Source: an optimization exercise on an open RTL-to-GDS flow (aim: small area). Production flows keep margins and buffers that such runs may drop. Only simulation tests tie the RTL to the original design; equivalence was not proved. No activity file was given, so power comes from the tool's default toggle rates.

===== design/flow/design.v =====
module addr_decode(
    input  [31:0] addr,
    output [5:0]  sel,
    output        err
    );
    wire z_a  = ~(addr[28] | addr[27] | addr[26] | addr[25]);
    wire z_b  = ~(addr[24] | addr[23] | addr[22] | addr[21]);
    wire base = z_a & z_b & ~addr[31] & addr[30];                  
    wire g40  = base & ~addr[29] & ~addr[19] & ~addr[18];
    wire hi401 = g40 & addr[20];                                   
    wire z_c  = ~(addr[20] | addr[19] | addr[18] | addr[17]);
    wire z_d  = ~(addr[16] | addr[15] | addr[14] | addr[13]);
    assign sel[0] = hi401 & ~addr[17] & ~addr[16];                 
    assign sel[1] = hi401 & ~addr[17] &  addr[16];                 
    assign sel[2] = hi401 &  addr[17] & ~addr[16];                 
    assign sel[3] = base & addr[29] & z_c & z_d;                   
    assign sel[4] = hi401 &  addr[17] &  addr[16];                 
    assign sel[5] = g40 & ~addr[20];                               
    assign err = ~(hi401 | sel[3] | sel[5]);
endmodule
module resp_mux #(parameter W = 1) (
    input  [5:0]   v,
    input  [W-1:0] d0, d1, d2, d3, d4, d5,
    input          err,
    output [W-1:0] y
    );
    wire [W-1:0] lo_n = ~(({W{v[0]}} & d0) | ({W{v[1]}} & d1) | ({W{v[2]}} & d2));
    wire [W-1:0] hi_n = ~(({W{v[3]}} & d3) | ({W{v[4]}} & d4) | ({W{v[5]}} & d5));
    assign y = ~(lo_n & hi_n & {W{~err}});
endmodule
`timescale 1ns / 100ps
module AXI_connect
    #( parameter
                ADDR = 32,
                VALID = 1,
                PROT = 3,
                DATA = 32,
                STRB = 4,
                READY = 1,
                RESP = 2
    )
    ( clk, rst,
    M00_AWADDR, M00_ARADDR, M00_AWVALID, M00_WVALID, M00_ARVALID, M00_AWPROT, M00_ARPROT, M00_WDATA, M00_WSTRB, M00_BREADY, M00_RREADY,
    S00_BVALID, S00_RVALID, S00_RDATA, S00_AWREADY, S00_WREADY, S00_ARREADY, S00_BRESP, S00_RRESP,
    S01_BVALID, S01_RVALID, S01_RDATA, S01_AWREADY, S01_WREADY, S01_ARREADY, S01_BRESP, S01_RRESP,
    S02_BVALID, S02_RVALID, S02_RDATA, S02_AWREADY, S02_WREADY, S02_ARREADY, S02_BRESP, S02_RRESP,
    S03_BVALID, S03_RVALID, S03_RDATA, S03_AWREADY, S03_WREADY, S03_ARREADY, S03_BRESP, S03_RRESP,
    S04_BVALID, S04_RVALID, S04_RDATA, S04_AWREADY, S04_WREADY, S04_ARREADY, S04_BRESP, S04_RRESP,
    S05_BVALID, S05_RVALID, S05_RDATA, S05_AWREADY, S05_WREADY, S05_ARREADY, S05_BRESP, S05_RRESP,
    S00_AWADDR, S00_ARADDR, S00_AWVALID, S00_WVALID, S00_ARVALID, S00_AWPROT, S00_ARPROT, S00_WDATA, S00_WSTRB, S00_BREADY, S00_RREADY,
    S01_AWADDR, S01_ARADDR, S01_AWVALID, S01_WVALID, S01_ARVALID, S01_AWPROT, S01_ARPROT, S01_WDATA, S01_WSTRB, S01_BREADY, S01_RREADY,
    S02_AWADDR, S02_ARADDR, S02_AWVALID, S02_WVALID, S02_ARVALID, S02_AWPROT, S02_ARPROT, S02_WDATA, S02_WSTRB, S02_BREADY, S02_RREADY,
    S03_AWADDR, S03_ARADDR, S03_AWVALID, S03_WVALID, S03_ARVALID, S03_AWPROT, S03_ARPROT, S03_WDATA, S03_WSTRB, S03_BREADY, S03_RREADY,
    S04_AWADDR, S04_ARADDR, S04_AWVALID, S04_WVALID, S04_ARVALID, S04_AWPROT, S04_ARPROT, S04_WDATA, S04_WSTRB, S04_BREADY, S04_RREADY,
    S05_AWADDR, S05_ARADDR, S05_AWVALID, S05_WVALID, S05_ARVALID, S05_AWPROT, S05_ARPROT, S05_WDATA, S05_WSTRB, S05_BREADY, S05_RREADY,
    M00_BVALID, M00_RVALID, M00_RDATA, M00_AWREADY, M00_WREADY, M00_ARREADY, M00_BRESP, M00_RRESP
    );
    input clk, rst;
    input [ADDR - 1: 0]   M00_AWADDR,                                  M00_ARADDR;
    input [VALID - 1: 0]  M00_AWVALID, M00_WVALID,                  M00_ARVALID;
    input [PROT - 1: 0]   M00_AWPROT,                                  M00_ARPROT;
    input [DATA - 1: 0]                   M00_WDATA;
    input [STRB - 1: 0]                   M00_WSTRB;
    input [READY - 1: 0]                                  M00_BREADY,                  M00_RREADY;
    input [VALID - 1: 0]                                  S00_BVALID,                  S00_RVALID;
    input [DATA - 1: 0]                                                                   S00_RDATA;
    input [READY - 1: 0]  S00_AWREADY, S00_WREADY,                  S00_ARREADY;
    input [RESP - 1: 0]                                   S00_BRESP,                   S00_RRESP;
    input [VALID - 1: 0]                               S01_BVALID,                  S01_RVALID;
    input [DATA - 1: 0]                                                                   S01_RDATA;
    input [READY - 1: 0]  S01_AWREADY, S01_WREADY,                  S01_ARREADY;
    input [RESP - 1: 0]                                   S01_BRESP,                   S01_RRESP;
    input [VALID - 1: 0]                                  S02_BVALID,                  S02_RVALID;
    input [DATA - 1: 0]                                                                   S02_RDATA;
    input [READY - 1: 0]  S02_AWREADY, S02_WREADY,                  S02_ARREADY;
    input [RESP - 1: 0]                                   S02_BRESP,                   S02_RRESP;
    input [VALID - 1: 0]                                  S03_BVALID,                  S03_RVALID;
    input [DATA - 1: 0]                                                                   S03_RDATA;
    input [READY - 1: 0]  S03_AWREADY, S03_WREADY,                  S03_ARREADY;
    input [RESP - 1: 0]                                   S03_BRESP,                   S03_RRESP;
    input [VALID - 1: 0]                                  S04_BVALID,                  S04_RVALID;
    input [DATA - 1: 0]                                                                   S04_RDATA;
    input [READY - 1: 0]  S04_AWREADY, S04_WREADY,                  S04_ARREADY;
    input [RESP - 1: 0]                                   S04_BRESP,                   S04_RRESP;
    input [VALID - 1: 0]                                  S05_BVALID,                  S05_RVALID;
    input [DATA - 1: 0]                                                                   S05_RDATA;
    input [READY - 1: 0]  S05_AWREADY, S05_WREADY,                  S05_ARREADY;
    input [RESP - 1: 0]                                   S05_BRESP,                   S05_RRESP;
    output [ADDR - 1: 0]   S00_AWADDR,                                 S00_ARADDR;
    output [VALID - 1: 0]  S00_AWVALID, S00_WVALID,                 S00_ARVALID;
    output [PROT - 1: 0]   S00_AWPROT,                                 S00_ARPROT;
    output [DATA - 1: 0]                   S00_WDATA;
    output [STRB - 1: 0]                   S00_WSTRB;
    output [READY - 1: 0]                                  S00_BREADY,   S00_RREADY;
    output [ADDR - 1: 0]   S01_AWADDR,                                 S01_ARADDR;
    output [VALID - 1: 0]  S01_AWVALID, S01_WVALID,                 S01_ARVALID;
    output [PROT - 1: 0]   S01_AWPROT,                                 S01_ARPROT;
    output [DATA - 1: 0]                   S01_WDATA;
    output [STRB - 1: 0]                   S01_WSTRB;
    output [READY - 1: 0]                                  S01_BREADY,                 S01_RREADY;
    output [ADDR - 1: 0]   S02_AWADDR,                                 S02_ARADDR;
    output [VALID - 1: 0]  S02_AWVALID, S02_WVALID,                 S02_ARVALID;
    output [PROT - 1: 0]   S02_AWPROT,                                 S02_ARPROT;
    output [DATA - 1: 0]                   S02_WDATA;
    output [STRB - 1: 0]                   S02_WSTRB;
    output [READY - 1: 0]                                  S02_BREADY,                 S02_RREADY;
    output [ADDR - 1: 0]   S03_AWADDR,                                 S03_ARADDR;
    output [VALID - 1: 0]  S03_AWVALID, S03_WVALID,                 S03_ARVALID;
    output [PROT - 1: 0]   S03_AWPROT,                                 S03_ARPROT;
    output [DATA - 1: 0]                   S03_WDATA;
    output [STRB - 1: 0]                   S03_WSTRB;
    output [READY - 1: 0]                                  S03_BREADY,                 S03_RREADY;
    output [ADDR - 1: 0]   S04_AWADDR,                                 S04_ARADDR;
    output [VALID - 1: 0]  S04_AWVALID, S04_WVALID,                 S04_ARVALID;
    output [PROT - 1: 0]   S04_AWPROT,                                 S04_ARPROT;
    output [DATA - 1: 0]                   S04_WDATA;
    output [STRB - 1: 0]                   S04_WSTRB;
    output [READY - 1: 0]                                  S04_BREADY,                 S04_RREADY;
    output [ADDR - 1: 0]   S05_AWADDR,                                 S05_ARADDR;
    output [VALID - 1: 0]  S05_AWVALID, S05_WVALID,                 S05_ARVALID;
    output [PROT - 1: 0]   S05_AWPROT,                                 S05_ARPROT;
    output [DATA - 1: 0]                   S05_WDATA;
    output [STRB - 1: 0]                   S05_WSTRB;
    output [READY - 1: 0]                                  S05_BREADY,                 S05_RREADY;
    output [VALID - 1: 0]                                  M00_BVALID,                  M00_RVALID;
    output [DATA - 1: 0]                                                                   M00_RDATA;
    output [READY - 1: 0]  M00_AWREADY, M00_WREADY,                  M00_ARREADY;
    output [RESP - 1: 0]                                   M00_BRESP,                   M00_RRESP;
    wire [5:0] w_dec, r_dec;
    wire       w_dec_err, r_dec_err;
    addr_decode w_decode(.addr(M00_AWADDR), .sel(w_dec), .err(w_dec_err));
    addr_decode r_decode(.addr(M00_ARADDR), .sel(r_dec), .err(r_dec_err));
    reg        w_blk;
    reg  [5:0] w_held;
    reg        w_err_q;
    wire [5:0] w_sel = M00_AWVALID ? (w_dec & {6{~w_blk}}) : w_held;
    wire       w_err = M00_AWVALID ? (w_dec_err & ~w_blk) : w_err_q;
    wire [5:0] s_awready = {S05_AWREADY, S04_AWREADY, S03_AWREADY, S02_AWREADY, S01_AWREADY, S00_AWREADY};
    wire [5:0] s_wready  = {S05_WREADY,  S04_WREADY,  S03_WREADY,  S02_WREADY,  S01_WREADY,  S00_WREADY};
    wire [5:0] s_bvalid  = {S05_BVALID,  S04_BVALID,  S03_BVALID,  S02_BVALID,  S01_BVALID,  S00_BVALID};
    assign M00_AWREADY = w_err | (|(w_sel & s_awready));
    assign M00_WREADY  = w_err | (|(w_sel & s_wready));
    assign M00_BVALID  = w_err | (|s_bvalid);
    resp_mux #(.W(2)) b_resp_mux(
        .v({S05_BVALID, S04_BVALID, S03_BVALID, S02_BVALID, S01_BVALID, S00_BVALID}),
        .d0(S00_BRESP), .d1(S01_BRESP), .d2(S02_BRESP), .d3(S03_BRESP), .d4(S04_BRESP), .d5(S05_BRESP),
        .err(w_err), .y(M00_BRESP));
    always @(posedge clk) begin
        w_blk   <= ~rst | (M00_BVALID & M00_BREADY);
        w_held  <= w_sel;
        w_err_q <= w_err & ~M00_BREADY & rst;
    end
    wire [5:0] s_awvalid = {6{M00_AWVALID}} & w_sel;
    wire [5:0] s_wvalid  = {6{M00_WVALID}} & w_sel;
    assign {S05_AWVALID, S04_AWVALID, S03_AWVALID, S02_AWVALID, S01_AWVALID, S00_AWVALID} = s_awvalid;
    assign {S05_WVALID,  S04_WVALID,  S03_WVALID,  S02_WVALID,  S01_WVALID,  S00_WVALID}  = s_wvalid;
    reg        r_blk;
    reg        r_err_q;
    wire [5:0] r_sel = r_dec & {6{M00_ARVALID & ~r_blk}};
    wire       r_err = M00_ARVALID ? (r_dec_err & ~r_blk) : r_err_q;
    wire [5:0] s_arready = {S05_ARREADY, S04_ARREADY, S03_ARREADY, S02_ARREADY, S01_ARREADY, S00_ARREADY};
    wire [5:0] s_rvalid  = {S05_RVALID,  S04_RVALID,  S03_RVALID,  S02_RVALID,  S01_RVALID,  S00_RVALID};
    assign M00_ARREADY = r_err | (|(r_sel & s_arready));
    assign M00_RVALID  = r_err | (|s_rvalid);
    resp_mux #(.W(34)) r_resp_mux(
        .v({S05_RVALID, S04_RVALID, S03_RVALID, S02_RVALID, S01_RVALID, S00_RVALID}),
        .d0({S00_RRESP, S00_RDATA}), .d1({S01_RRESP, S01_RDATA}), .d2({S02_RRESP, S02_RDATA}),
        .d3({S03_RRESP, S03_RDATA}), .d4({S04_RRESP, S04_RDATA}), .d5({S05_RRESP, S05_RDATA}),
        .err(r_err), .y({M00_RRESP, M00_RDATA}));
    always @(posedge clk) begin
        r_blk   <= ~rst | (M00_RVALID & M00_RREADY);
        r_err_q <= r_err & ~M00_RREADY & rst;
    end
    assign {S05_ARVALID, S04_ARVALID, S03_ARVALID, S02_ARVALID, S01_ARVALID, S00_ARVALID} = r_sel;
    assign S00_AWADDR = M00_AWADDR; assign S01_AWADDR = M00_AWADDR; assign S02_AWADDR = M00_AWADDR;
    assign S03_AWADDR = M00_AWADDR; assign S04_AWADDR = M00_AWADDR; assign S05_AWADDR = M00_AWADDR;
    assign S00_AWPROT = M00_AWPROT; assign S01_AWPROT = M00_AWPROT; assign S02_AWPROT = M00_AWPROT;
    assign S03_AWPROT = M00_AWPROT; assign S04_AWPROT = M00_AWPROT; assign S05_AWPROT = M00_AWPROT;
    assign S00_WDATA = M00_WDATA; assign S01_WDATA = M00_WDATA; assign S02_WDATA = M00_WDATA;
    assign S03_WDATA = M00_WDATA; assign S04_WDATA = M00_WDATA; assign S05_WDATA = M00_WDATA;
    assign S00_WSTRB = M00_WSTRB; assign S01_WSTRB = M00_WSTRB; assign S02_WSTRB = M00_WSTRB;
    assign S03_WSTRB = M00_WSTRB; assign S04_WSTRB = M00_WSTRB; assign S05_WSTRB = M00_WSTRB;
    assign S00_ARADDR = M00_ARADDR; assign S01_ARADDR = M00_ARADDR; assign S02_ARADDR = M00_ARADDR;
    assign S03_ARADDR = M00_ARADDR; assign S04_ARADDR = M00_ARADDR; assign S05_ARADDR = M00_ARADDR;
    assign S00_ARPROT = M00_ARPROT; assign S01_ARPROT = M00_ARPROT; assign S02_ARPROT = M00_ARPROT;
    assign S03_ARPROT = M00_ARPROT; assign S04_ARPROT = M00_ARPROT; assign S05_ARPROT = M00_ARPROT;
    assign S00_BREADY = M00_BREADY; assign S01_BREADY = M00_BREADY; assign S02_BREADY = M00_BREADY;
    assign S03_BREADY = M00_BREADY; assign S04_BREADY = M00_BREADY; assign S05_BREADY = M00_BREADY;
    assign S00_RREADY = M00_RREADY; assign S01_RREADY = M00_RREADY; assign S02_RREADY = M00_RREADY;
    assign S03_RREADY = M00_RREADY; assign S04_RREADY = M00_RREADY; assign S05_RREADY = M00_RREADY;
endmodule

===== design/flow/flow/run.sh =====
#!/bin/bash
# Standard ORFS layout with two changes:
#  - synthesis maps the logic with an area-oriented ABC script (flow/abc_speed.script);
#    everything else in ORFS's scripts is used unchanged (copied to ./orfs_scripts);
#  - the port buffers are the smallest buffer cell;
#  - the pins of each bit of a routed signal are placed side by side (flow/pin_groups.txt).
set -eo pipefail
here=$(pwd)
rm -rf "$here/orfs_scripts"
cp -r "$FLOW_HOME/scripts" "$here/orfs_scripts"
cp "$here/flow/abc_speed.script" "$here/orfs_scripts/abc_speed.script"
export BUFFER_PORTS_ARGS="-buffer_cell sky130_fd_sc_hd__buf_1"
export PLACE_PINS_ARGS="$(cat "$here/flow/pin_groups.txt")"
bash standard.sh SCRIPTS_DIR="$here/orfs_scripts" synth > synth.log 2>&1
bash standard.sh > standard.log 2>&1

===== design/flow/flow/abc_speed.script =====
strash
dch
amap

===== design/flow/flow/pin_groups.txt =====
-group_pins {M00_RDATA[0] S00_RDATA[0] S01_RDATA[0] S02_RDATA[0] S03_RDATA[0] S04_RDATA[0] S05_RDATA[0]} -group_pins {M00_RDATA[1] S00_RDATA[1] S01_RDATA[1] S02_RDATA[1] S03_RDATA[1] S04_RDATA[1] S05_RDATA[1]} -group_pins {M00_RDATA[2] S00_RDATA[2] S01_RDATA[2] S02_RDATA[2] S03_RDATA[2] S04_RDATA[2] S05_RDATA[2]} -group_pins {M00_RDATA[3] S00_RDATA[3] S01_RDATA[3] S02_RDATA[3] S03_RDATA[3] S04_RDATA[3] S05_RDATA[3]} -group_pins {M00_RDATA[4] S00_RDATA[4] S01_RDATA[4] S02_RDATA[4] S03_RDATA[4] S04_RDATA[4] S05_RDATA[4]} -group_pins {M00_RDATA[5] S00_RDATA[5] S01_RDATA[5] S02_RDATA[5] S03_RDATA[5] S04_RDATA[5] S05_RDATA[5]} -group_pins {M00_RDATA[6] S00_RDATA[6] S01_RDATA[6] S02_RDATA[6] S03_RDATA[6] S04_RDATA[6] S05_RDATA[6]} -group_pins {M00_RDATA[7] S00_RDATA[7] S01_RDATA[7] S02_RDATA[7] S03_RDATA[7] S04_RDATA[7] S05_RDATA[7]} -group_pins {M00_RDATA[8] S00_RDATA[8] S01_RDATA[8] S02_RDATA[8] S03_RDATA[8] S04_RDATA[8] S05_RDATA[8]} -group_pins {M00_RDATA[9] S00_RDATA[9] S01_RDATA[9] S02_RDATA[9] S03_RDATA[9] S04_RDATA[9] S05_RDATA[9]} -group_pins {M00_RDATA[10] S00_RDATA[10] S01_RDATA[10] S02_RDATA[10] S03_RDATA[10] S04_RDATA[10] S05_RDATA[10]} -group_pins {M00_RDATA[11] S00_RDATA[11] S01_RDATA[11] S02_RDATA[11] S03_RDATA[11] S04_RDATA[11] S05_RDATA[11]} -group_pins {M00_RDATA[12] S00_RDATA[12] S01_RDATA[12] S02_RDATA[12] S03_RDATA[12] S04_RDATA[12] S05_RDATA[12]} -group_pins {M00_RDATA[13] S00_RDATA[13] S01_RDATA[13] S02_RDATA[13] S03_RDATA[13] S04_RDATA[13] S05_RDATA[13]} -group_pins {M00_RDATA[14] S00_RDATA[14] S01_RDATA[14] S02_RDATA[14] S03_RDATA[14] S04_RDATA[14] S05_RDATA[14]} -group_pins {M00_RDATA[15] S00_RDATA[15] S01_RDATA[15] S02_RDATA[15] S03_RDATA[15] S04_RDATA[15] S05_RDATA[15]} -group_pins {M00_RDATA[16] S00_RDATA[16] S01_RDATA[16] S02_RDATA[16] S03_RDATA[16] S04_RDATA[16] S05_RDATA[16]} -group_pins {M00_RDATA[17] S00_RDATA[17] S01_RDATA[17] S02_RDATA[17] S03_RDATA[17] S04_RDATA[17] S05_RDATA[17]} -group_pins {M00_RDATA[18] S00_RDATA[18] S01_RDATA[18] S02_RDATA[18] S03_RDATA[18] S04_RDATA[18] S05_RDATA[18]} -group_pins {M00_RDATA[19] S00_RDATA[19] S01_RDATA[19] S02_RDATA[19] S03_RDATA[19] S04_RDATA[19] S05_RDATA[19]} -group_pins {M00_RDATA[20] S00_RDATA[20] S01_RDATA[20] S02_RDATA[20] S03_RDATA[20] S04_RDATA[20] S05_RDATA[20]} -group_pins {M00_RDATA[21] S00_RDATA[21] S01_RDATA[21] S02_RDATA[21] S03_RDATA[21] S04_RDATA[21] S05_RDATA[21]} -group_pins {M00_RDATA[22] S00_RDATA[22] S01_RDATA[22] S02_RDATA[22] S03_RDATA[22] S04_RDATA[22] S05_RDATA[22]} -group_pins {M00_RDATA[23] S00_RDATA[23] S01_RDATA[23] S02_RDATA[23] S03_RDATA[23] S04_RDATA[23] S05_RDATA[23]} -group_pins {M00_RDATA[24] S00_RDATA[24] S01_RDATA[24] S02_RDATA[24] S03_RDATA[24] S04_RDATA[24] S05_RDATA[24]} -group_pins {M00_RDATA[25] S00_RDATA[25] S01_RDATA[25] S02_RDATA[25] S03_RDATA[25] S04_RDATA[25] S05_RDATA[25]} -group_pins {M00_RDATA[26] S00_RDATA[26] S01_RDATA[26] S02_RDATA[26] S03_RDATA[26] S04_RDATA[26] S05_RDATA[26]} -group_pins {M00_RDATA[27] S00_RDATA[27] S01_RDATA[27] S02_RDATA[27] S03_RDATA[27] S04_RDATA[27] S05_RDATA[27]} -group_pins {M00_RDATA[28] S00_RDATA[28] S01_RDATA[28] S02_RDATA[28] S03_RDATA[28] S04_RDATA[28] S05_RDATA[28]} -group_pins {M00_RDATA[29] S00_RDATA[29] S01_RDATA[29] S02_RDATA[29] S03_RDATA[29] S04_RDATA[29] S05_RDATA[29]} -group_pins {M00_RDATA[30] S00_RDATA[30] S01_RDATA[30] S02_RDATA[30] S03_RDATA[30] S04_RDATA[30] S05_RDATA[30]} -group_pins {M00_RDATA[31] S00_RDATA[31] S01_RDATA[31] S02_RDATA[31] S03_RDATA[31] S04_RDATA[31] S05_RDATA[31]} -group_pins {M00_RRESP[0] S00_RRESP[0] S01_RRESP[0] S02_RRESP[0] S03_RRESP[0] S04_RRESP[0] S05_RRESP[0]} -group_pins {M00_RRESP[1] S00_RRESP[1] S01_RRESP[1] S02_RRESP[1] S03_RRESP[1] S04_RRESP[1] S05_RRESP[1]} -group_pins {M00_BRESP[0] S00_BRESP[0] S01_BRESP[0] S02_BRESP[0] S03_BRESP[0] S04_BRESP[0] S05_BRESP[0]} -group_pins {M00_BRESP[1] S00_BRESP[1] S01_BRESP[1] S02_BRESP[1] S03_BRESP[1] S04_BRESP[1] S05_BRESP[1]} -group_pins {M00_AWADDR[0] S00_AWADDR[0] S01_AWADDR[0] S02_AWADDR[0] S03_AWADDR[0] S04_AWADDR[0] S05_AWADDR[0]} -group_pins {M00_AWADDR[1] S00_AWADDR[1] S01_AWADDR[1] S02_AWADDR[1] S03_AWADDR[1] S04_AWADDR[1] S05_AWADDR[1]} -group_pins {M00_AWADDR[2] S00_AWADDR[2] S01_AWADDR[2] S02_AWADDR[2] S03_AWADDR[2] S04_AWADDR[2] S05_AWADDR[2]} -group_pins {M00_AWADDR[3] S00_AWADDR[3] S01_AWADDR[3] S02_AWADDR[3] S03_AWADDR[3] S04_AWADDR[3] S05_AWADDR[3]} -group_pins {M00_AWADDR[4] S00_AWADDR[4] S01_AWADDR[4] S02_AWADDR[4] S03_AWADDR[4] S04_AWADDR[4] S05_AWADDR[4]} -group_pins {M00_AWADDR[5] S00_AWADDR[5] S01_AWADDR[5] S02_AWADDR[5] S03_AWADDR[5] S04_AWADDR[5] S05_AWADDR[5]} -group_pins {M00_AWADDR[6] S00_AWADDR[6] S01_AWADDR[6] S02_AWADDR[6] S03_AWADDR[6] S04_AWADDR[6] S05_AWADDR[6]} -group_pins {M00_AWADDR[7] S00_AWADDR[7] S01_AWADDR[7] S02_AWADDR[7] S03_AWADDR[7] S04_AWADDR[7] S05_AWADDR[7]} -group_pins {M00_AWADDR[8] S00_AWADDR[8] S01_AWADDR[8] S02_AWADDR[8] S03_AWADDR[8] S04_AWADDR[8] S05_AWADDR[8]} -group_pins {M00_AWADDR[9] S00_AWADDR[9] S01_AWADDR[9] S02_AWADDR[9] S03_AWADDR[9] S04_AWADDR[9] S05_AWADDR[9]} -group_pins {M00_AWADDR[10] S00_AWADDR[10] S01_AWADDR[10] S02_AWADDR[10] S03_AWADDR[10] S04_AWADDR[10] S05_AWADDR[10]} -group_pins {M00_AWADDR[11] S00_AWADDR[11] S01_AWADDR[11] S02_AWADDR[11] S03_AWADDR[11] S04_AWADDR[11] S05_AWADDR[11]} -group_pins {M00_AWADDR[12] S00_AWADDR[12] S01_AWADDR[12] S02_AWADDR[12] S03_AWADDR[12] S04_AWADDR[12] S05_AWADDR[12]} -group_pins {M00_AWADDR[13] S00_AWADDR[13] S01_AWADDR[13] S02_AWADDR[13] S03_AWADDR[13] S04_AWADDR[13] S05_AWADDR[13]} -group_pins {M00_AWADDR[14] S00_AWADDR[14] S01_AWADDR[14] S02_AWADDR[14] S03_AWADDR[14] S04_AWADDR[14] S05_AWADDR[14]} -group_pins {M00_AWADDR[15] S00_AWADDR[15] S01_AWADDR[15] S02_AWADDR[15] S03_AWADDR[15] S04_AWADDR[15] S05_AWADDR[15]} -group_pins {M00_AWADDR[16] S00_AWADDR[16] S01_AWADDR[16] S02_AWADDR[16] S03_AWADDR[16] S04_AWADDR[16] S05_AWADDR[16]} -group_pins {M00_AWADDR[17] S00_AWADDR[17] S01_AWADDR[17] S02_AWADDR[17] S03_AWADDR[17] S04_AWADDR[17] S05_AWADDR[17]} -group_pins {M00_AWADDR[18] S00_AWADDR[18] S01_AWADDR[18] S02_AWADDR[18] S03_AWADDR[18] S04_AWADDR[18] S05_AWADDR[18]} -group_pins {M00_AWADDR[19] S00_AWADDR[19] S01_AWADDR[19] S02_AWADDR[19] S03_AWADDR[19] S04_AWADDR[19] S05_AWADDR[19]} -group_pins {M00_AWADDR[20] S00_AWADDR[20] S01_AWADDR[20] S02_AWADDR[20] S03_AWADDR[20] S04_AWADDR[20] S05_AWADDR[20]} -group_pins {M00_AWADDR[21] S00_AWADDR[21] S01_AWADDR[21] S02_AWADDR[21] S03_AWADDR[21] S04_AWADDR[21] S05_AWADDR[21]} -group_pins {M00_AWADDR[22] S00_AWADDR[22] S01_AWADDR[22] S02_AWADDR[22] S03_AWADDR[22] S04_AWADDR[22] S05_AWADDR[22]} -group_pins {M00_AWADDR[23] S00_AWADDR[23] S01_AWADDR[23] S02_AWADDR[23] S03_AWADDR[23] S04_AWADDR[23] S05_AWADDR[23]} -group_pins {M00_AWADDR[24] S00_AWADDR[24] S01_AWADDR[24] S02_AWADDR[24] S03_AWADDR[24] S04_AWADDR[24] S05_AWADDR[24]} -group_pins {M00_AWADDR[25] S00_AWADDR[25] S01_AWADDR[25] S02_AWADDR[25] S03_AWADDR[25] S04_AWADDR[25] S05_AWADDR[25]} -group_pins {M00_AWADDR[26] S00_AWADDR[26] S01_AWADDR[26] S02_AWADDR[26] S03_AWADDR[26] S04_AWADDR[26] S05_AWADDR[26]} -group_pins {M00_AWADDR[27] S00_AWADDR[27] S01_AWADDR[27] S02_AWADDR[27] S03_AWADDR[27] S04_AWADDR[27] S05_AWADDR[27]} -group_pins {M00_AWADDR[28] S00_AWADDR[28] S01_AWADDR[28] S02_AWADDR[28] S03_AWADDR[28] S04_AWADDR[28] S05_AWADDR[28]} -group_pins {M00_AWADDR[29] S00_AWADDR[29] S01_AWADDR[29] S02_AWADDR[29] S03_AWADDR[29] S04_AWADDR[29] S05_AWADDR[29]} -group_pins {M00_AWADDR[30] S00_AWADDR[30] S01_AWADDR[30] S02_AWADDR[30] S03_AWADDR[30] S04_AWADDR[30] S05_AWADDR[30]} -group_pins {M00_AWADDR[31] S00_AWADDR[31] S01_AWADDR[31] S02_AWADDR[31] S03_AWADDR[31] S04_AWADDR[31] S05_AWADDR[31]} -group_pins {M00_ARADDR[0] S00_ARADDR[0] S01_ARADDR[0] S02_ARADDR[0] S03_ARADDR[0] S04_ARADDR[0] S05_ARADDR[0]} -group_pins {M00_ARADDR[1] S00_ARADDR[1] S01_ARADDR[1] S02_ARADDR[1] S03_ARADDR[1] S04_ARADDR[1] S05_ARADDR[1]} -group_pins {M00_ARADDR[2] S00_ARADDR[2] S01_ARADDR[2] S02_ARADDR[2] S03_ARADDR[2] S04_ARADDR[2] S05_ARADDR[2]} -group_pins {M00_ARADDR[3] S00_ARADDR[3] S01_ARADDR[3] S02_ARADDR[3] S03_ARADDR[3] S04_ARADDR[3] S05_ARADDR[3]} -group_pins {M00_ARADDR[4] S00_ARADDR[4] S01_ARADDR[4] S02_ARADDR[4] S03_ARADDR[4] S04_ARADDR[4] S05_ARADDR[4]} -group_pins {M00_ARADDR[5] S00_ARADDR[5] S01_ARADDR[5] S02_ARADDR[5] S03_ARADDR[5] S04_ARADDR[5] S05_ARADDR[5]} -group_pins {M00_ARADDR[6] S00_ARADDR[6] S01_ARADDR[6] S02_ARADDR[6] S03_ARADDR[6] S04_ARADDR[6] S05_ARADDR[6]} -group_pins {M00_ARADDR[7] S00_ARADDR[7] S01_ARADDR[7] S02_ARADDR[7] S03_ARADDR[7] S04_ARADDR[7] S05_ARADDR[7]} -group_pins {M00_ARADDR[8] S00_ARADDR[8] S01_ARADDR[8] S02_ARADDR[8] S03_ARADDR[8] S04_ARADDR[8] S05_ARADDR[8]} -group_pins {M00_ARADDR[9] S00_ARADDR[9] S01_ARADDR[9] S02_ARADDR[9] S03_ARADDR[9] S04_ARADDR[9] S05_ARADDR[9]} -group_pins {M00_ARADDR[10] S00_ARADDR[10] S01_ARADDR[10] S02_ARADDR[10] S03_ARADDR[10] S04_ARADDR[10] S05_ARADDR[10]} -group_pins {M00_ARADDR[11] S00_ARADDR[11] S01_ARADDR[11] S02_ARADDR[11] S03_ARADDR[11] S04_ARADDR[11] S05_ARADDR[11]} -group_pins {M00_ARADDR[12] S00_ARADDR[12] S01_ARADDR[12] S02_ARADDR[12] S03_ARADDR[12] S04_ARADDR[12] S05_ARADDR[12]} -group_pins {M00_ARADDR[13] S00_ARADDR[13] S01_ARADDR[13] S02_ARADDR[13] S03_ARADDR[13] S04_ARADDR[13] S05_ARADDR[13]} -group_pins {M00_ARADDR[14] S00_ARADDR[14] S01_ARADDR[14] S02_ARADDR[14] S03_ARADDR[14] S04_ARADDR[14] S05_ARADDR[14]} -group_pins {M00_ARADDR[15] S00_ARADDR[15] S01_ARADDR[15] S02_ARADDR[15] S03_ARADDR[15] S04_ARADDR[15] S05_ARADDR[15]} -group_pins {M00_ARADDR[16] S00_ARADDR[16] S01_ARADDR[16] S02_ARADDR[16] S03_ARADDR[16] S04_ARADDR[16] S05_ARADDR[16]} -group_pins {M00_ARADDR[17] S00_ARADDR[17] S01_ARADDR[17] S02_ARADDR[17] S03_ARADDR[17] S04_ARADDR[17] S05_ARADDR[17]} -group_pins {M00_ARADDR[18] S00_ARADDR[18] S01_ARADDR[18] S02_ARADDR[18] S03_ARADDR[18] S04_ARADDR[18] S05_ARADDR[18]} -group_pins {M00_ARADDR[19] S00_ARADDR[19] S01_ARADDR[19] S02_ARADDR[19] S03_ARADDR[19] S04_ARADDR[19] S05_ARADDR[19]} -group_pins {M00_ARADDR[20] S00_ARADDR[20] S01_ARADDR[20] S02_ARADDR[20] S03_ARADDR[20] S04_ARADDR[20] S05_ARADDR[20]} -group_pins {M00_ARADDR[21] S00_ARADDR[21] S01_ARADDR[21] S02_ARADDR[21] S03_ARADDR[21] S04_ARADDR[21] S05_ARADDR[21]} -group_pins {M00_ARADDR[22] S00_ARADDR[22] S01_ARADDR[22] S02_ARADDR[22] S03_ARADDR[22] S04_ARADDR[22] S05_ARADDR[22]} -group_pins {M00_ARADDR[23] S00_ARADDR[23] S01_ARADDR[23] S02_ARADDR[23] S03_ARADDR[23] S04_ARADDR[23] S05_ARADDR[23]} -group_pins {M00_ARADDR[24] S00_ARADDR[24] S01_ARADDR[24] S02_ARADDR[24] S03_ARADDR[24] S04_ARADDR[24] S05_ARADDR[24]} -group_pins {M00_ARADDR[25] S00_ARADDR[25] S01_ARADDR[25] S02_ARADDR[25] S03_ARADDR[25] S04_ARADDR[25] S05_ARADDR[25]} -group_pins {M00_ARADDR[26] S00_ARADDR[26] S01_ARADDR[26] S02_ARADDR[26] S03_ARADDR[26] S04_ARADDR[26] S05_ARADDR[26]} -group_pins {M00_ARADDR[27] S00_ARADDR[27] S01_ARADDR[27] S02_ARADDR[27] S03_ARADDR[27] S04_ARADDR[27] S05_ARADDR[27]} -group_pins {M00_ARADDR[28] S00_ARADDR[28] S01_ARADDR[28] S02_ARADDR[28] S03_ARADDR[28] S04_ARADDR[28] S05_ARADDR[28]} -group_pins {M00_ARADDR[29] S00_ARADDR[29] S01_ARADDR[29] S02_ARADDR[29] S03_ARADDR[29] S04_ARADDR[29] S05_ARADDR[29]} -group_pins {M00_ARADDR[30] S00_ARADDR[30] S01_ARADDR[30] S02_ARADDR[30] S03_ARADDR[30] S04_ARADDR[30] S05_ARADDR[30]} -group_pins {M00_ARADDR[31] S00_ARADDR[31] S01_ARADDR[31] S02_ARADDR[31] S03_ARADDR[31] S04_ARADDR[31] S05_ARADDR[31]} -group_pins {M00_WDATA[0] S00_WDATA[0] S01_WDATA[0] S02_WDATA[0] S03_WDATA[0] S04_WDATA[0] S05_WDATA[0]} -group_pins {M00_WDATA[1] S00_WDATA[1] S01_WDATA[1] S02_WDATA[1] S03_WDATA[1] S04_WDATA[1] S05_WDATA[1]} -group_pins {M00_WDATA[2] S00_WDATA[2] S01_WDATA[2] S02_WDATA[2] S03_WDATA[2] S04_WDATA[2] S05_WDATA[2]} -group_pins {M00_WDATA[3] S00_WDATA[3] S01_WDATA[3] S02_WDATA[3] S03_WDATA[3] S04_WDATA[3] S05_WDATA[3]} -group_pins {M00_WDATA[4] S00_WDATA[4] S01_WDATA[4] S02_WDATA[4] S03_WDATA[4] S04_WDATA[4] S05_WDATA[4]} -group_pins {M00_WDATA[5] S00_WDATA[5] S01_WDATA[5] S02_WDATA[5] S03_WDATA[5] S04_WDATA[5] S05_WDATA[5]} -group_pins {M00_WDATA[6] S00_WDATA[6] S01_WDATA[6] S02_WDATA[6] S03_WDATA[6] S04_WDATA[6] S05_WDATA[6]} -group_pins {M00_WDATA[7] S00_WDATA[7] S01_WDATA[7] S02_WDATA[7] S03_WDATA[7] S04_WDATA[7] S05_WDATA[7]} -group_pins {M00_WDATA[8] S00_WDATA[8] S01_WDATA[8] S02_WDATA[8] S03_WDATA[8] S04_WDATA[8] S05_WDATA[8]} -group_pins {M00_WDATA[9] S00_WDATA[9] S01_WDATA[9] S02_WDATA[9] S03_WDATA[9] S04_WDATA[9] S05_WDATA[9]} -group_pins {M00_WDATA[10] S00_WDATA[10] S01_WDATA[10] S02_WDATA[10] S03_WDATA[10] S04_WDATA[10] S05_WDATA[10]} -group_pins {M00_WDATA[11] S00_WDATA[11] S01_WDATA[11] S02_WDATA[11] S03_WDATA[11] S04_WDATA[11] S05_WDATA[11]} -group_pins {M00_WDATA[12] S00_WDATA[12] S01_WDATA[12] S02_WDATA[12] S03_WDATA[12] S04_WDATA[12] S05_WDATA[12]} -group_pins {M00_WDATA[13] S00_WDATA[13] S01_WDATA[13] S02_WDATA[13] S03_WDATA[13] S04_WDATA[13] S05_WDATA[13]} -group_pins {M00_WDATA[14] S00_WDATA[14] S01_WDATA[14] S02_WDATA[14] S03_WDATA[14] S04_WDATA[14] S05_WDATA[14]} -group_pins {M00_WDATA[15] S00_WDATA[15] S01_WDATA[15] S02_WDATA[15] S03_WDATA[15] S04_WDATA[15] S05_WDATA[15]} -group_pins {M00_WDATA[16] S00_WDATA[16] S01_WDATA[16] S02_WDATA[16] S03_WDATA[16] S04_WDATA[16] S05_WDATA[16]} -group_pins {M00_WDATA[17] S00_WDATA[17] S01_WDATA[17] S02_WDATA[17] S03_WDATA[17] S04_WDATA[17] S05_WDATA[17]} -group_pins {M00_WDATA[18] S00_WDATA[18] S01_WDATA[18] S02_WDATA[18] S03_WDATA[18] S04_WDATA[18] S05_WDATA[18]} -group_pins {M00_WDATA[19] S00_WDATA[19] S01_WDATA[19] S02_WDATA[19] S03_WDATA[19] S04_WDATA[19] S05_WDATA[19]} -group_pins {M00_WDATA[20] S00_WDATA[20] S01_WDATA[20] S02_WDATA[20] S03_WDATA[20] S04_WDATA[20] S05_WDATA[20]} -group_pins {M00_WDATA[21] S00_WDATA[21] S01_WDATA[21] S02_WDATA[21] S03_WDATA[21] S04_WDATA[21] S05_WDATA[21]} -group_pins {M00_WDATA[22] S00_WDATA[22] S01_WDATA[22] S02_WDATA[22] S03_WDATA[22] S04_WDATA[22] S05_WDATA[22]} -group_pins {M00_WDATA[23] S00_WDATA[23] S01_WDATA[23] S02_WDATA[23] S03_WDATA[23] S04_WDATA[23] S05_WDATA[23]} -group_pins {M00_WDATA[24] S00_WDATA[24] S01_WDATA[24] S02_WDATA[24] S03_WDATA[24] S04_WDATA[24] S05_WDATA[24]} -group_pins {M00_WDATA[25] S00_WDATA[25] S01_WDATA[25] S02_WDATA[25] S03_WDATA[25] S04_WDATA[25] S05_WDATA[25]} -group_pins {M00_WDATA[26] S00_WDATA[26] S01_WDATA[26] S02_WDATA[26] S03_WDATA[26] S04_WDATA[26] S05_WDATA[26]} -group_pins {M00_WDATA[27] S00_WDATA[27] S01_WDATA[27] S02_WDATA[27] S03_WDATA[27] S04_WDATA[27] S05_WDATA[27]} -group_pins {M00_WDATA[28] S00_WDATA[28] S01_WDATA[28] S02_WDATA[28] S03_WDATA[28] S04_WDATA[28] S05_WDATA[28]} -group_pins {M00_WDATA[29] S00_WDATA[29] S01_WDATA[29] S02_WDATA[29] S03_WDATA[29] S04_WDATA[29] S05_WDATA[29]} -group_pins {M00_WDATA[30] S00_WDATA[30] S01_WDATA[30] S02_WDATA[30] S03_WDATA[30] S04_WDATA[30] S05_WDATA[30]} -group_pins {M00_WDATA[31] S00_WDATA[31] S01_WDATA[31] S02_WDATA[31] S03_WDATA[31] S04_WDATA[31] S05_WDATA[31]} -group_pins {M00_WSTRB[0] S00_WSTRB[0] S01_WSTRB[0] S02_WSTRB[0] S03_WSTRB[0] S04_WSTRB[0] S05_WSTRB[0]} -group_pins {M00_WSTRB[1] S00_WSTRB[1] S01_WSTRB[1] S02_WSTRB[1] S03_WSTRB[1] S04_WSTRB[1] S05_WSTRB[1]} -group_pins {M00_WSTRB[2] S00_WSTRB[2] S01_WSTRB[2] S02_WSTRB[2] S03_WSTRB[2] S04_WSTRB[2] S05_WSTRB[2]} -group_pins {M00_WSTRB[3] S00_WSTRB[3] S01_WSTRB[3] S02_WSTRB[3] S03_WSTRB[3] S04_WSTRB[3] S05_WSTRB[3]} -group_pins {M00_AWPROT[0] S00_AWPROT[0] S01_AWPROT[0] S02_AWPROT[0] S03_AWPROT[0] S04_AWPROT[0] S05_AWPROT[0]} -group_pins {M00_AWPROT[1] S00_AWPROT[1] S01_AWPROT[1] S02_AWPROT[1] S03_AWPROT[1] S04_AWPROT[1] S05_AWPROT[1]} -group_pins {M00_AWPROT[2] S00_AWPROT[2] S01_AWPROT[2] S02_AWPROT[2] S03_AWPROT[2] S04_AWPROT[2] S05_AWPROT[2]} -group_pins {M00_ARPROT[0] S00_ARPROT[0] S01_ARPROT[0] S02_ARPROT[0] S03_ARPROT[0] S04_ARPROT[0] S05_ARPROT[0]} -group_pins {M00_ARPROT[1] S00_ARPROT[1] S01_ARPROT[1] S02_ARPROT[1] S03_ARPROT[1] S04_ARPROT[1] S05_ARPROT[1]} -group_pins {M00_ARPROT[2] S00_ARPROT[2] S01_ARPROT[2] S02_ARPROT[2] S03_ARPROT[2] S04_ARPROT[2] S05_ARPROT[2]} -group_pins {M00_AWVALID[0] S00_AWVALID[0] S01_AWVALID[0] S02_AWVALID[0] S03_AWVALID[0] S04_AWVALID[0] S05_AWVALID[0]} -group_pins {M00_AWREADY[0] S00_AWREADY[0] S01_AWREADY[0] S02_AWREADY[0] S03_AWREADY[0] S04_AWREADY[0] S05_AWREADY[0]} -group_pins {M00_WVALID[0] S00_WVALID[0] S01_WVALID[0] S02_WVALID[0] S03_WVALID[0] S04_WVALID[0] S05_WVALID[0]} -group_pins {M00_WREADY[0] S00_WREADY[0] S01_WREADY[0] S02_WREADY[0] S03_WREADY[0] S04_WREADY[0] S05_WREADY[0]} -group_pins {M00_BVALID[0] S00_BVALID[0] S01_BVALID[0] S02_BVALID[0] S03_BVALID[0] S04_BVALID[0] S05_BVALID[0]} -group_pins {M00_BREADY[0] S00_BREADY[0] S01_BREADY[0] S02_BREADY[0] S03_BREADY[0] S04_BREADY[0] S05_BREADY[0]} -group_pins {M00_ARVALID[0] S00_ARVALID[0] S01_ARVALID[0] S02_ARVALID[0] S03_ARVALID[0] S04_ARVALID[0] S05_ARVALID[0]} -group_pins {M00_ARREADY[0] S00_ARREADY[0] S01_ARREADY[0] S02_ARREADY[0] S03_ARREADY[0] S04_ARREADY[0] S05_ARREADY[0]} -group_pins {M00_RVALID[0] S00_RVALID[0] S01_RVALID[0] S02_RVALID[0] S03_RVALID[0] S04_RVALID[0] S05_RVALID[0]} -group_pins {M00_RREADY[0] S00_RREADY[0] S01_RREADY[0] S02_RREADY[0] S03_RREADY[0] S04_RREADY[0] S05_RREADY[0]}

===== design/flow/standard.sh =====
#!/bin/bash
# synth_recipe.tcl (not shown) runs the flow's synth.tcl, then flattens the netlist and writes it again
# the make line also repeats each setting of config.mk as NAME=value (left out here)
make -C /OpenROAD-flow-scripts/flow DESIGN_CONFIG=/design/flow/config.mk WORK_HOME=/design/flow/orfs CLKGATE_MAP_FILE= SYNTH_SCRIPT=/design/flow/synth_recipe.tcl "${@:-finish}"

===== design/flow/config.mk =====
export PLATFORM = sky130hd
export DESIGN_NAME = AXI_connect
export DESIGN_NICKNAME = AXI_connect
export VERILOG_FILES = /design/flow/design.v
export SDC_FILE = /design/flow/constraint.sdc
export NUM_CORES = 4
export LEC_CHECK = 0
export CAP_MARGIN = 20
export CORE_AREA = 5 5 395 395
export CTS_BUF_LIST = sky130_fd_sc_hd__clkbuf_1 sky130_fd_sc_hd__clkbuf_2 sky130_fd_sc_hd__clkbuf_4
export DIE_AREA = 0 0 400 400
export PLACE_DENSITY = 0.7
export SLEW_MARGIN = 20

===== design/flow/constraint.sdc =====
create_clock -name core_clock -period 6.0 [get_ports {clk}]
set_input_delay 1.2000 -clock core_clock [delete_from_list [all_inputs] [get_ports {clk}]]
set_output_delay 1.2000 -clock core_clock [all_outputs]
set_load 0.01 [all_outputs]

==> out/results.tsv, run 1 <==
stage	metric	value	unit
floorplan	die_h	400	um
cells_and_area	fin_nets	1178	
global_routing	grt_pass1_vias	3772	
drt	vias_per_cell	1.65	
drt	drtPass1Iterations	8	
cts	postCtsSetupBuffers	0	
setup_path	cp.required	4800	ps
global_routing	grt_max_degree	36	
drt	ant_nets	0	
synth	yosys_warnings	1	
cts	cts_root_buffer	clkbuf_4	
synth	ys.flop_type	dfxtp_1	
global_routing	grt_first_pass_wirelength	26300	um
synth	synth_seq_area_share	3.10	%
synth	synth_top_family_by_area	buffers and inverters	
floorplan	die_x	400	um
drt	drc	0	
power_and_ir_drop	power_density	69.3	nW/um^2
global_routing	grtUsageTotal	2.36	%
power_and_ir_drop	vdd_drop_max	0.0452	mV
synth	synth_area_per_cell	7.49	sq um
placed_design	hpwl	20000	um
global_routing	grt_remaining_overflow	0	
cts	cts_sinks	10	
drt	wirelength	22400	um
cells_and_area	fillers	18000	
hold_path	hold_path_class	flip-flop to flip-flop	
cells_and_area	areaGrowthSynthToFinish	0.329	%
timing	report.final.slew_viol_count	0	
setup_path	slowest_stage	or4_1	
setup_path	path_buf_inv	4	
drt	vias	4698	
setup_path	path_max_fanout	7	
timing	whs	509	ps
setup_path	endpoint_kind	primary output	
timing	final.setup_skew	9.21	ps
drt	wl_per_cell	7.84	um
setup_path	cp_cell_sequence	buf_1 -> or4_1 -> nor3_1 -> nand4b_1 -> nor4_1 -> clkinv_1 -> or3_1 -> nor2_1 -> a21oi_1 -> clkinv_1 -> a22o_1 -> a221oi_1 -> nand3_1 -> buf_1	
synth	muxShareOfSynthArea	0	%
placed_design	io_buffer_count	589	
setup_path	crit_family	simple AND/OR/NAND/NOR gates	
status	status	finished clean	
setup_path	startpoint_type	primary input	
placed_design	place_area	6440	sq um
synth	synth_seq_cells	10	
job	cap_violations	0	
synth	yosysMostFrequentCell	buf_4	
cts	cts_max_level	1	
synth	synthAdderAreaFrac	0	%
synth	syn_area	6460	sq um
synth	synthTopCellsByCount	buf_4 (648), a222oi_1 (74), nand3_1 (42)	
cells_and_area	final_area	6480	sq um
timing	fin_crit_sh	94.8	%
setup_path	crit_arrival	4490	ps
cts	cts_resized	0	
floorplan	num_rows	143	
timing	finalHoldViolCount	0	
floorplan	start_util	4.26	%
synth	synth_cell_types	20	
synth	synth-xor-area-share	0	%
setup_path	slowest_delay	590	ps
floorplan	io_pins	1066	
synth	synth_top_cell_by_area	buf_4	
cts	cts.clk_slew.worst_paths	70	ps
cts	holdBufCountCts	0	
timing	setup_viol_count_final	0	
cts	clk_latency	270	ps
global_routing	antenna_found_initial	9	
cells_and_area	drive_gt1_share	2.57	%
synth	synth_simple_gate_area_share	8.08	%
cts	clk_path_buf_depth	2	
synth	synth_edf_count	0	
timing	min_period	5690	ps
placed_design	gp_congestion	0.767	
floorplan	die_area	160000	sq um
setup_path	critical_path_class	primary input to primary output	
floorplan	design.core.area	152000	sq um
timing	fin_tns_setup	0	ps
synth	synthCells	862	
timing	relSlewSlack	53.5	%
cells_and_area	fin_cells	2851	
synth	synth-compound-area-share	12.7	%
drt	drt-initial-drc-count	427	
cts	cts_buffers	3	
timing	timing.fmax	176	MHz
synth	synth.area.top_cells	buf_4 (75%), a222oi_1 (11%), nand3_1 (3.3%)	
timing	worst_slew_pin_slew	698	ps
synth	async_reset_ff_share	0	%
timing	rsz0062_at_grt	false	
power_and_ir_drop	leakagePower	1.22	nW
cts	cts_tree	yes	
placed_design	post-place-cells	2844	
synth	synth_top_area_share	75.3	%
## worst min-delay path: stages, from the launching register on
cell and delay (ps):
dfxtp_1 310, a21oi_1 80, clkinv_1 80
## cell usage in the layout (no fill, tap or decap)
cell and count:
a21oi_1 7, a21oi_4 1, a221oi_1 2, a222oi_1 74
a22o_1 1, a22oi_1 2, buf_1 583, buf_4 11
clkbuf_2 6, clkbuf_4 3, clkinv_1 14, dfxtp_1 10
diode_2 3, nand2_1 8, nand2b_1 3, nand3_1 42
nand4_1 2, nand4b_1 3, nor2_1 23, nor3_1 10
nor3b_1 1, nor4_1 3, or2_0 3, or3_1 2
or4_1 4
## cell type report
type	count	area, sq um	share of cell area (%)
Inverter	13	48.8	0.753
Sequential cell	10	200	3.09
Clock buffer	3	22.5	0.348
Tap cell	2030	2540	39.2
Clock inverter	1	3.75	0.0579
Multi-Input combinational cell	191	1360	20.9
Antenna cell	3	7.51	0.116
Timing Repair Buffer	600	2300	35.5
## through the flow
stage	util, %	total power (W)	setup WS, ps
floorplan	-	0.000579	747
global placement	4.25	0.000404	509
detailed placement	4.25	0.000408	398
CTS	4.27	0.000455	373
global route	4.27	0.000492	118
finish	4.28	0.000449	309
## where the power goes
group	internal (W)	total, W	switching (W)
sequential	0.0000674	0.0000679	0.000000488
combinational	0.000121	0.000334	0.000213
clock	0.0000240	0.0000476	0.0000236
## kinds of logic after synthesis
logic type,after synthesis
buffers and inverters,661
AOI/OAI and AO/OA,87
DFF,10
and+or+nand+nor,104
## worst paths after layout
kind                                         from                end  slack, ps  cells past startpoint
worst max-delay path               M00_AWADDR[24]     M00_AWREADY[0]        310                     14
worst min register to register  w_held[1]$_DFF_P_  w_held[1]$_DFF_P_        510                      2
worst min-delay path            w_held[1]$_DFF_P_  w_held[1]$_DFF_P_        510                      2
worst max register to register      r_blk$_DFF_P_      r_blk$_DFF_P_       4350                      7
## flip-flops by register name, summed over array words and instances, names as in the netlist
| signal | count |
|---|---|
| w_blk | 1 |
| w_err_q | 1 |
| r_blk | 1 |
| w_held | 6 |
| r_err_q | 1 |
## routing by layer
metal  vias to the layer above  routed length (um)  global-route usage, %
met5                         -                  28                      0
met2                       437               10100                   3.90
met3                        10                3310                  0.767
li1                       2244                   -                      -
met4                         4                 257                  0.754
met1                      2003                8640                   2.91
==> inputs of run 2 (changes only) <==
--- a/design/flow/config.mk
+++ b/design/flow/config.mk
@@ -8,5 +8,5 @@
 export CAP_MARGIN = 20
 export CORE_AREA = 5 5 395 395
-export CTS_BUF_LIST = sky130_fd_sc_hd__clkbuf_1 sky130_fd_sc_hd__clkbuf_2 sky130_fd_sc_hd__clkbuf_4
+export CTS_BUF_LIST = sky130_fd_sc_hd__clkbuf_1 sky130_fd_sc_hd__clkbuf_2
 export DIE_AREA = 0 0 400 400
 export PLACE_DENSITY = 0.7
==> run 2 against run 1 <==
  * Sequential share of layout area hardly changed
  * Register-to-register slack got worse by 50 ps
  * Core utilization hardly changed
  * Largest power group unchanged
  * Cell count barely moved
  * Clock skew is 3.4 ps higher
  * Sequential cell count stayed put
  * Clock-buffer cell count unchanged
  * Worst hold slack gained 15 ps
  * Non-clock buffer count unchanged
  * Routed wire length hardly changed
  * Highest routed layer unchanged
  * Total power down 2.0%
  * Critical endpoint unchanged
==> out/results.tsv, run 2 <==
stage	metric	value	unit	change
status	status	finished clean		
timing	final.setup_skew	12.6	ps	+3.41 ps
floorplan	die_area	160000	sq um	unchanged
setup_path	reg2reg_depth	7		unchanged
global_routing	grt_remaining_overflow	0		unchanged
global_routing	grtUsageTotal	2.37	%	about the same
hold_path	hold_path_class	flip-flop to flip-flop		
timing	worst_slew_pin_slew	689	ps	-8.36 ps
synth	synth_top_area_share	75.3	%	unchanged
timing	report.final.slew_viol_count	0		unchanged
floorplan	design.core.area	152000	sq um	unchanged
placed_design	io_buffer_count	589		unchanged
synth	synth_edf_count	0		unchanged
setup_path	regToRegSetupSlack	4300	ps	-50 ps
cts	cts_sinks	10		unchanged
drt	wirelength	22400	um	about the same
synth	synthTopCellsByCount	buf_4 (648), a222oi_1 (74), nand3_1 (42)		
synth	synthCells	862		unchanged
drt	vias_per_cell	1.66		+1.0%
setup_path	crit_arrival	4510	ps	+20 ps
power_and_ir_drop	power_density	68.0	nW/um^2	-1.8%
cts	clk_latency	260	ps	about the same
drt	drt-initial-drc-count	421		-1.4%
drt	ant_nets	0		unchanged
cells_and_area	fin_cells	2849		-0.070%
timing	relSlewSlack	54.0	%	+0.56 points
cts	holdBufCountCts	0		unchanged
cts	cts.clk_slew.worst_paths	110	ps	+40 ps
timing	whs	524	ps	+15.1 ps
job	cap_violations	0		unchanged
synth	syn_area	6460	sq um	unchanged
global_routing	antenna_found_initial	9		unchanged
drt	drc	0		unchanged
power_and_ir_drop	vdd_drop_max	0.0399	mV	-12%
global_routing	grt_pass1_vias	3777		+0.13%
synth	synth_seq_area_share	3.10	%	unchanged
drt	drtPass1Iterations	8		unchanged
cts	cts_tree	yes		
cells_and_area	drive_gt1_share	2.57	%	unchanged
cells_and_area	areaGrowthSynthToFinish	0.136	%	
synth	yosys_warnings	1		unchanged
timing	fin_tns_setup	0	ps	unchanged
floorplan	die_x	400	um	unchanged
cts	cts_resized	0		unchanged
setup_path	critical_path_class	primary input to primary output		
setup_path	critPathCapture	M00_AWREADY[0]		
synth	synth_area_per_cell	7.49	sq um	unchanged
setup_path	startpoint_type	primary input		
placed_design	gp_congestion	0.767		unchanged
timing	min_period	5710	ps	+16.5 ps
floorplan	start_util	4.26	%	unchanged
cells_and_area	fin_nets	1178		unchanged
setup_path	crit_path_start	M00_AWADDR[24]		
floorplan	io_pins	1066		unchanged
cts	cts_root_buffer	clkbuf_2		
synth	synth_cell_types	20		unchanged
cts	postCtsSetupBuffers	0		unchanged
floorplan	die_h	400	um	unchanged
global_routing	grt_max_degree	36		unchanged
drt	vias	4743		+0.96%
timing	setup_viol_count_final	0		unchanged
cts	cts_buffers	3		unchanged
placed_design	place_area	6440	sq um	unchanged
setup_path	r2r_end	r_blk$_DFF_P_		
cts	cts_max_level	1		unchanged
synth	ys.flop_type	dfxtp_1		
setup_path	cp.required	4800	ps	about the same
cells_and_area	final_area	6470	sq um	-0.19%
cts	clk_path_buf_depth	2		unchanged
timing	fin_crit_sh	95.1	%	+0.27 points
synth	synth_seq_cells	10		unchanged
power_and_ir_drop	leakagePower	1.21	nW	-0.11%
cells_and_area	layout_common_cells	buf_1 (583), a222oi_1 (74), nand3_1 (42)		
synth	synth_top_cell_by_area	buf_4		
global_routing	grt_first_pass_wirelength	26300	um	about the same
synth	yosysMostFrequentCell	buf_4		
timing	rsz0062_at_grt	false		
setup_path	worstReg2RegStart	r_blk$_DFF_P_		
cells_and_area	final_common_cell	buf_1		
drt	wl_per_cell	7.85	um	+0.15%
placed_design	hpwl	20000	um	unchanged
setup_path	path_max_fanout	7		unchanged
cells_and_area	largest_reg_flops	6		unchanged
synth	async_reset_ff_share	0	%	unchanged
synth	synth.area.top_cells	buf_4 (75%), a222oi_1 (11%), nand3_1 (3.3%)		
placed_design	post-place-cells	2844		unchanged
floorplan	num_rows	143		unchanged
setup_path	endpoint_kind	primary output		
timing	timing.fmax	175	MHz	-0.29%
cells_and_area	top_register	w_held		
timing	finalHoldViolCount	0		unchanged
## run 2: cell counts after synthesis
No cell type changed its count.
## run 2: metrics by stage
stage               setup WS (ps)  power [W]  util [%]
CTS                           373   0.000445      4.27
global route                  118   0.000483      4.27
finish                        293   0.000440      4.27
global placement              509   0.000404      4.25
detailed placement            398   0.000408      4.25
floorplan                     747   0.000579         -
## run 2: where the power goes
group / switching [W] / total [W] / internal, W / leakage [nW]
logic: 0.000214 / 0.000334 / 0.000121 / 1.12
clock network: 0.0000233 / 0.0000378 / 0.0000145 / 0.0140
registers: 0.000000477 / 0.0000678 / 0.0000674 / 0.0812
## run 2: cells by family (layout without fill, tap and decap cells)
family / count (synthesis) / after routing / share of synthesized area (%)
buf+inv: 661 / 617 / 76.1
simple gates: 104 / 104 / 8.08
compound gates: 87 / 87 / 12.7
flops: 10 / 10 / 3.10
other cells: 0 / 1 / 0
## run 2: critical path, stage by stage
cell and delay [ps]:
buf_1 190, or4_1 590, nor3_1 350, nand4b_1 230, nor4_1 490, clkinv_1 160
or3_1 400, nor2_1 170, a21oi_1 90, clkinv_1 100, a22o_1 120, a221oi_1 40
nand3_1 110, buf_1 240
## run 2: routing by layer
metal  up-vias  track usage (%)  share of wire [%]
li1       2242                -                  -
met2       474             3.91                 45
met3        12            0.707                 15
met5         -                0               0.13
met1      2011             2.95                 39
met4         4            0.754                1.3
## run 2: final cells by class
cell class / instances / area [sq um]
Antenna cell: 1 / 2.50
Clock buffer: 3 / 15.0
Clock inverter: 1 / 3.75
Fill cell: 18000 / 145000
Inverter: 13 / 48.8
Multi-Input combinational cell: 191 / 1360
Sequential cell: 10 / 200
Tap cell: 2030 / 2540
Timing Repair Buffer: 600 / 2300
## run 2: how the worst min path moves through the flow
stage,start,endpoint,cells past startpoint
after floorplan,w_held[4]$_DFF_P_,w_held[4]$_DFF_P_,2
after global placement,w_held[0]$_DFF_P_,w_held[0]$_DFF_P_,2
after detailed placement,w_held[1]$_DFF_P_,w_held[1]$_DFF_P_,2
after CTS,w_held[1]$_DFF_P_,w_held[1]$_DFF_P_,2
after global routing,w_held[1]$_DFF_P_,w_held[1]$_DFF_P_,2
final,w_held[0]$_DFF_P_,w_held[0]$_DFF_P_,2
==> inputs of run 3 (changes only) <==
--- a/design/flow/flow/run.sh
+++ b/design/flow/flow/run.sh
@@ -12,4 +12,6 @@
 export BUFFER_PORTS_ARGS="-buffer_cell sky130_fd_sc_hd__buf_1"
 export PLACE_PINS_ARGS="$(cat "$here/flow/pin_groups.txt")"
+export PRE_RESIZE_TCL="$here/flow/presize.tcl"
+export REMOVE_ABC_BUFFERS=1
 bash standard.sh SCRIPTS_DIR="$here/orfs_scripts" synth > synth.log 2>&1
 bash standard.sh > standard.log 2>&1
==> design/flow/flow/presize.tcl (new file) <==
# Before repair_design: drivers of high-fanout nets get a stronger cell of the same
# function, so the repair does not need to split those nets with large buffers.
foreach net [get_nets *] {
  set loads [get_pins -quiet -of_objects $net -filter "direction==input"]
  if { [llength $loads] < 16 } { continue }
  set drvr [get_pins -quiet -of_objects $net -filter "direction==output"]
  if { [llength $drvr] != 1 } { continue }
  set inst [get_cells -of_objects $drvr]
  set ref [get_property $inst ref_name]
  if { ![regexp {^(sky130_fd_sc_hd__\w+)_[12]$} $ref -> base] } { continue }
  set strong [get_lib_cells -quiet */${base}_4]
  if { [llength $strong] == 0 } { continue }
  puts "presize: [get_full_name $inst] $ref -> ${base}_4 (fanout [llength $loads])"
  replace_cell $inst [get_name [lindex $strong 0]]
}
--- a/design/flow/config.mk
+++ b/design/flow/config.mk
@@ -8,6 +8,7 @@
 export CAP_MARGIN = 20
 export CORE_AREA = 5 5 395 395
-export CTS_BUF_LIST = sky130_fd_sc_hd__clkbuf_1 sky130_fd_sc_hd__clkbuf_2
+export CTS_BUF_LIST = sky130_fd_sc_hd__clkbuf_1 sky130_fd_sc_hd__clkbuf_2 sky130_fd_sc_hd__clkbuf_4
 export DIE_AREA = 0 0 400 400
-export PLACE_DENSITY = 0.7
+export GPL_TIMING_DRIVEN = 0
+export PLACE_DENSITY = 0.9
 export SLEW_MARGIN = 20
==> run 3 against run 2 <==
  * Synthesized area unchanged
  * Sequential power about the same
  * Sequential share of layout area about the same
  * Still clean
  * Die area stayed put
  * Routed wire length rose by 8.7%
  * Worst hold slack better by 32 ps
  * Clock-buffer cell count did not move
  * Non-clock buffer count fell by 9
  * Largest power group unchanged
  * Setup slack got worse by 160 ps
==> out/results.tsv, run 3 <==
stage	metric	value	unit	change
status	status	finished clean		
synth	ys.flop_type	dfxtp_1		
setup_path	critical_path_class	primary input to primary output		
placed_design	hpwl	20700	um	+3.9%
cells_and_area	largest_reg_flops	6		unchanged
synth	async_reset_ff_share	0	%	unchanged
cts	clk_path_buf_depth	2		unchanged
global_routing	grt_use_met1	2.95	%	about the same
cts	cts_root_buffer	clkbuf_4		
timing	rsz0062_at_grt	false		
placed_design	place_area	6430	sq um	-0.25%
cells_and_area	fin_cells	2850		+0.035%
synth	yosysMostFrequentCell	buf_4		
cells_and_area	fillers	18000		-0.12%
synth	synth_seq_cells	10		unchanged
setup_path	crit_arrival	4670	ps	+160 ps
setup_path	path_buf_inv	4		unchanged
power_and_ir_drop	vdd_drop_max	0.0500	mV	+25%
synth	synth_cell_types	20		unchanged
drt	ant_nets	0		unchanged
drt	wirelength	24300	um	+8.7%
timing	fin_crit_sh	97.9	%	+2.7 points
power_and_ir_drop	p_total	0.000458	W	+4.2%
floorplan	design.core.area	152000	sq um	unchanged
global_routing	grtUsageTotal	2.63	%	+0.26 points
timing	finalHoldViolCount	0		unchanged
cells_and_area	final_area	6490	sq um	+0.35%
cells_and_area	utilization	4.28	%	+0.015 points
cts	cts.clk_slew.worst_paths	70	ps	-40 ps
cts	cts_sinks	10		unchanged
power_and_ir_drop	leakagePower	1.19	nW	-1.7%
placed_design	dp_slack	-85.8	ps	-484 ps
cells_and_area	final_common_cell	buf_1		
global_routing	grt_first_pass_wirelength	28500	um	+8.1%
synth	synth_edf_count	0		unchanged
cells_and_area	layout_common_cells	buf_1 (583), a222oi_1 (74), nand3_1 (42)		
power_and_ir_drop	power_density	70.6	nW/um^2	+3.8%
timing	report.final.slew_viol_count	0		unchanged
drt	drc	0		unchanged
placed_design	post-place-cells	2835		-0.32%
cts	postCtsSetupBuffers	0		unchanged
setup_path	endpoint_kind	primary output		
floorplan	io_pins	1066		unchanged
timing	layout_setup_ws	128	ps	-164 ps
global_routing	grt_use_met3	0.703	%	-0.0041 points
global_routing	antenna_found_initial	11		+2
cts	cts_buffers	3		unchanged
synth	synth.area.top_cells	buf_4 (75%), a222oi_1 (11%), nand3_1 (3.3%)		
timing	min_period	5870	ps	+164 ps
global_routing	met2_usage	4.77	%	+0.87 points
synth	synth_top_cell_by_area	buf_4		
synth	synth_area_per_cell	7.49	sq um	unchanged
cells_and_area	top_register	w_held		
drt	wl_per_cell	8.53	um	+8.6%
global_routing	grt_pass1_vias	3824		+1.2%
cells_and_area	areaGrowthSynthToFinish	0.484	%	
drt	drtPass1Iterations	7		-1
setup_path	path_max_fanout	7		unchanged
timing	worst_slew_pin_slew	845	ps	+155 ps
timing	relSlewSlack	43.7	%	-10 points
timing	timing.fmax	170	MHz	-2.8%
hold_path	hold_path_class	flip-flop to flip-flop		
timing	setup_viol_count_final	0		unchanged
synth	synthTopCellsByCount	buf_4 (648), a222oi_1 (74), nand3_1 (42)		
drt	vias	4820		+1.6%
setup_path	slowest_stage	nor4_2		
synth	yosys_warnings	1		unchanged
setup_path	cp_cell_sequence	buf_1 -> or4_1 -> nor3_1 -> nand4b_1 -> nor4_2 -> clkinv_1 -> or3_1 -> nor2_1 -> a21oi_1 -> clkinv_1 -> a22o_1 -> a221oi_1 -> nand3_1 -> buf_1		
job	cap_violations	0		unchanged
floorplan	die_x	400	um	unchanged
global_routing	grt-busiest-layer	met2		
cts	cts_max_level	1		unchanged
floorplan	start_util	4.26	%	unchanged
drt	drt-initial-drc-count	538		+28%
cts	holdBufCountCts	0		unchanged
cts	cts_tree	yes		
setup_path	cp.required	4800	ps	about the same
placed_design	gp_congestion	0.723		-5.6%
drt	vias_per_cell	1.69		+1.6%
cells_and_area	fin_nets	1169		-0.76%
setup_path	startpoint_type	primary input		
floorplan	die_area	160000	sq um	unchanged
synth	syn_area	6460	sq um	unchanged
synth	synth_seq_area_share	3.10	%	unchanged
cts	clk_latency	270	ps	about the same
synth	synth_top_area_share	75.3	%	unchanged
cells_and_area	drive_gt1_share	1.73	%	-0.84 points
global_routing	grt_remaining_overflow	0		unchanged
placed_design	io_buffer_count	589		unchanged
synth	synthCells	862		unchanged
cts	cts_resized	1		+1
global_routing	grt_max_degree	36		unchanged
setup_path	crit_family	simple AND/OR/NAND/NOR gates		
floorplan	die_h	400	um	unchanged
setup_path	slowest_delay	600	ps	about the same
timing	final.setup_skew	3.72	ps	-8.91 ps
floorplan	num_rows	143		unchanged
[run 3: changes by cell type in the layout (fill, tap and decap cells not counted), sizes merged]
cell,previous run,this run
buf,594,591
clkbuf,9,3
diode,1,11
[run 3: cell type report]
| type | instances | area, sq um | share of cell area (%) |
|---|---|---|---|
| Sequential cell | 10 | 200 | 3.09 |
| Clock inverter | 1 | 3.75 | 0.0578 |
| Antenna cell | 11 | 27.5 | 0.424 |
| Inverter | 13 | 48.8 | 0.752 |
| Multi-Input combinational cell | 191 | 1370 | 21.0 |
| Clock buffer | 3 | 22.5 | 0.347 |
| Timing Repair Buffer | 591 | 2280 | 35.2 |
| Tap cell | 2030 | 2540 | 39.1 |
[run 3: worst paths after layout]
path	slack, ps	start	cells after the start	endpoint
setup reg to reg	4140	w_blk$_DFF_P_	6	w_blk$_DFF_P_
hold reg to reg	560	w_held[3]$_DFF_P_	2	w_held[3]$_DFF_P_
setup / recovery	130	M00_AWADDR[23]	14	M00_AWREADY[0]
hold / removal	560	w_held[3]$_DFF_P_	2	w_held[3]$_DFF_P_
[run 3: per-stage QoR]
step                setup TNS (ps)  hold WS, ps
CTS                              0          541
global placement           -109220          520
detailed placement            -122          524
finish                           0          556
global route                     0          564
floorplan                        0          447
[run 3: where the power goes]
part           leakage [nW]  internal, W  switching [W]
registers            0.0812    0.0000673    0.000000478
clock network        0.0154    0.0000240      0.0000256
logic                  1.10     0.000121       0.000220
total                  1.19     0.000212       0.000246
[run 3: layer usage]
layer | vias up | share of wire [%]
li1 | 2249 | -
met1 | 2038 | 35
met2 | 519 | 49
met3 | 12 | 15
met4 | 2 | 1.2
met5 | - | 0.074
[run 3: cells by family (layout without fill, tap and decap cells)]
group,after synthesis,after routing,share of synthesized area [%]
other,0,11,0
buffers and inverters,661,608,76.1
AO/OA/AOI/OAI,87,87,12.7
AND/OR/NAND/NOR,104,104,8.08
flip-flops,10,10,3.10
[run 3: worst reg2reg max path, stage by stage, from the launching register on]
cell and delay [ps]:
dfxtp_1 340, or2_0 260, nor3_1 150, a21oi_2 610, nand3_1 190, nand2_1 140, nand2_1 60

==> static timing again, ports no longer ideal <==
How much do the figures lean on ideal ports? The routed layouts below were timed once more, with nothing changed but the port constraints. Step 1 assumes that a clkbuf_16 drives the clock port and a buf_2 every other input. Step 2 times the ports against the registers' clock, not the clock port: input delays grow and output delays shrink by t, the midpoint of the rising clock arrivals with the driver on. Three values: ideal ports, drivers, drivers and shift; two values: the first two.
run | t (ns) | slack for setup (ns) | worst hold slack (ns) | worst slew at a driven data input, ns
run 1 | 0.326 | 0.309 / 0.284 / 0.284 | 0.509 / 0.509 / 0.509 | 0.30
run 2 | 0.311 | 0.293 / 0.268 / 0.268 | 0.524 / 0.524 / 0.524 | 0.30
run 3 | 0.332 | 0.128 / 0.104 / 0.104 | 0.556 / 0.556 / 0.556 | 0.30
After both steps setup and hold are still met in every run listed.
